This is an optimization exercise on Yosys and OpenROAD, whose aim is small area, a short achievable clock period and few clock cycles, not a production implementation. At most, simulation tests tie the RTL to the original design; equivalence was not proved. No activity file was given, so power comes from the tool's default toggle rates.

==> job 2020 <==
Design booth_mul64, start of the top module:
module booth_mul64(clk, reset_n, multiplier, multiplicand, op_start, op_clear, op_done, result);
  input clk, reset_n;
  input op_start, op_clear;
  input [63:0] multiplier, multiplicand;
  output op_done;
  output [127:0] result;
  reg st_idle, st_busy, st_cpa, st_done;
  reg [2:0] cnt;
  reg [63:0] M;           
  reg [63:0] PL;          
  reg [64:0] S, C;        
  reg [7:0] SL, CL;       
  reg [3:0] bone0, btwo0, bneg0;   
  reg [3:0] bone1, btwo1, bneg1;   
  assign op_done = st_done;
  assign result = {S[63:0], PL};
  wire [64:0] xe  = {M[63], M};
  wire [64:0] x2e = {M, 1'b0};
  wire [64:0] pp0;
  assign pp0[32:0] = (({33{bone0[0]}} & xe[32:0]) | ({33{btwo0[0]}} & x2e[32:0])) ^ {33{bneg0[0]}};
  assign pp0[64:33] = (({32{bone1[0]}} | ~xe[64:33]) & ({32{btwo1[0]}} | ~x2e[64:33])) ^ {32{bneg1[0]}};
  wire [64:0] pp1;
  assign pp1[32:0] = (({33{bone0[1]}} & xe[32:0]) | ({33{btwo0[1]}} & x2e[32:0])) ^ {33{bneg0[1]}};
  assign pp1[64:33] = (({32{bone1[1]}} | ~xe[64:33]) & ({32{btwo1[1]}} | ~x2e[64:33])) ^ {32{bneg1[1]}};
  wire [64:0] pp2;
  assign pp2[32:0] = (({33{bone0[2]}} & xe[32:0]) | ({33{btwo0[2]}} & x2e[32:0])) ^ {33{bneg0[2]}};
  assign pp2[64:33] = (({32{bone1[2]}} | ~xe[64:33]) & ({32{btwo1[2]}} | ~x2e[64:33])) ^ {32{bneg1[2]}};
  wire [64:0] pp3;
  assign pp3[32:0] = (({33{bone0[3]}} & xe[32:0]) | ({33{btwo0[3]}} & x2e[32:0])) ^ {33{bneg0[3]}};
  assign pp3[64:33] = (({32{bone1[3]}} | ~xe[64:33]) & ({32{btwo1[3]}} | ~x2e[64:33])) ^ {32{bneg1[3]}};
  wire c8;
  reg first;
  ...
clock: 7.0 ns
lec_check: 0
cap_margin: 20
core_margin: 2
core_utilization: 40
setup_slack_margin: 4.0
slew_margin: 20
standard.sh (not shown) runs the stock make flow with config.mk's settings and CLKGATE_MAP_FILE= SYNTH_SCRIPT=/design/flow/synth_recipe.tcl, a recipe that flattens the netlist after the stock synthesis.
==> flow/flow/run.sh <==
#!/bin/bash
# Layout flow: the standard flow, with the port buffers made of the
# smallest plain buffer instead of the default delay buffer, and no dummy
# loads in the clock tree.
set -o pipefail
export BUFFER_PORTS_ARGS="-buffer_cell sky130_fd_sc_hd__buf_1"
export CTS_ARGS="-sink_clustering_enable -repair_clock_nets -dont_use_dummy_load"
bash standard.sh > standard.log 2>&1
==> job 7137: changes against job 2020 <==
==> flow/flow/run.sh (replaced) <==
#!/bin/bash
# Layout flow: the standard flow, with the port buffers made of the
# smallest plain buffer instead of the default delay buffer, and a clock tree
# of fewer buffers without dummy loads.
set -o pipefail
export BUFFER_PORTS_ARGS="-buffer_cell sky130_fd_sc_hd__buf_1"
export CTS_ARGS="-sink_clustering_enable -repair_clock_nets -dont_use_dummy_load -buf_list sky130_fd_sc_hd__clkbuf_16 -sink_clustering_size 22 -sink_clustering_max_diameter 110"
bash standard.sh > standard.log 2>&1
Settings changed: ABC_AREA set to 1.
==> impl_summary.log <==
INFO  metric first_global_vias = ~20k
INFO  metric layout_common_cells = sky130_fd_sc_hd__nand2_1 (611), sky130_fd_sc_hd__inv_1 (437), sky130_fd_sc_hd__xor2_1 (261)
INFO  metric detailedRoute.firstIterationViolations = 1864
INFO  metric slew_headroom = 0.2147
INFO  metric ys_top_cells_by_count = sky130_fd_sc_hd__nand2_1 (612), sky130_fd_sc_hd__inv_1 (446), sky130_fd_sc_hd__xor2_1 (262)
INFO  metric post-place-cells = 3687
INFO  metric worst_setup_path_end = C[2]$_DFF_P_
INFO  metric cp.buffers_inverters = 3
INFO  metric dpl_cell_area = 0.02516 sq mm
INFO  metric path_depth = 8
INFO  metric status = timing/DRC/antenna clean
INFO  metric p_per_area = 447.0 mW/mm^2
The numbers above come from job 7137.

==> impl_summary.log <==
INFO  metric ys_top_cells_by_count = sky130_fd_sc_hd__fa_1 (250), sky130_fd_sc_hd__dfxtp_1 (232), sky130_fd_sc_hd__inv_1 (207)
INFO  metric worst_setup_path_end = result[103]$_DFF_P_
INFO  metric slew_headroom = 0.2790
INFO  metric status = timing/DRC/antenna clean
INFO  metric first_global_vias = roughly 19k
INFO  metric detailedRoute.firstIterationViolations = 1605
INFO  metric dpl_cell_area = 0.02457 sq mm
INFO  metric cp.buffers_inverters = 2
The numbers above come from job 2020.

No functional check of the RTL was part of any run of this note.

========
==> inputs of run a <==
booth_mul64, a different RTL version from the one above (not shown whole).
export LEC_CHECK = 0
export CAP_MARGIN = 20
export CORE_MARGIN = 2
export CORE_UTILIZATION = 40
export SLEW_MARGIN = 20
create_clock -name core_clock -period 7.0 [get_ports {clk}]
run.sh (not shown) runs the stock make flow with config.mk's settings and CLKGATE_MAP_FILE= SYNTH_SCRIPT=/design/flow/synth_recipe.tcl, a recipe that flattens the netlist after the stock synthesis.
Stock flow here: none of the scripts above is used.
==> run b: changes against run a <==
ABC_CLOCK_PERIOD_IN_PS = 2200   (was unset)
SETUP_SLACK_MARGIN = 4.6   (was unset)
==> comparison <==
Clock skew: run a is higher than run b (0.015 ns). Final area: run b is larger than run a (18%). Synthesized cell count is the same in run a and run b. In run a the clock power is lower than in run b, by about 6%. Against run b, the first-iteration DRC count of run a is higher by about 4%. In run a the final cell count is smaller than in run b, by 6.6%. Power: run b is higher than run a (about 12%).
==> figures <==
item                                                              run b                    run a
Outcome                                         complete, no violations  complete, no violations
Cell count after placement                                         3515                     3513
Post-detailed-route via-to-cell ratio                              5.78                     5.62
First-pass GRT wire length                                    147000 um                123000 um
Number of inserted diodes                                             2                        0
Routed wirelength normalized by instance count                  25.3 um                  21.9 um
Critical path buffer and inverter count                               5                        3
Static leakage                                                  14.1 nW                  11.7 nW
Fin crit share                                                    0.640                    0.729
Nets                                                               3483                     3234
Number of buffers created by CTS                                     40                       39
Clock share of power                                              0.164                    0.173
Power share of the combinational group                            0.656                    0.614
RePlAce Congestion                                                0.916                    0.901
Post-cts repair resize count                                       1002                        0
Testbench counts of run a, summed over its fixed seeds: cycles 6,144.
Testbench counts of run b, summed over its fixed seeds: cycles 6,144.

## afterwards: timing with drivers on the ports
How much do the figures lean on ideal ports? The routed layouts below were timed once more, with nothing changed but the port constraints. Step 1: set_driving_cell puts a clkbuf_16 on clk and a buf_2 on each other input, an assumption about the parent block. Step 2 also shifts input and output timing later by t, the mid clock arrival at the registers, as if the neighbouring blocks saw the same clock. Slacks: ideal ports / drivers / drivers and shift; pairs: ideal ports / drivers.
run	t (ns)	slack for setup (ns)	worst setup path at the end
job 2020	0.602	3.808 / 3.808 / 3.808	register to register
job 7137	0.601	4.056 / 4.056 / 4.039	input to register
run a	0.633	1.894 / 1.894 / 1.894	register to register
run b	0.623	2.518 / 2.518 / 2.518	register to register
After both steps setup and hold are still met in every run listed. The setup slack of job 7137, which loses most, moves by 0.000 ns with the drivers and by -0.017 ns with both steps.
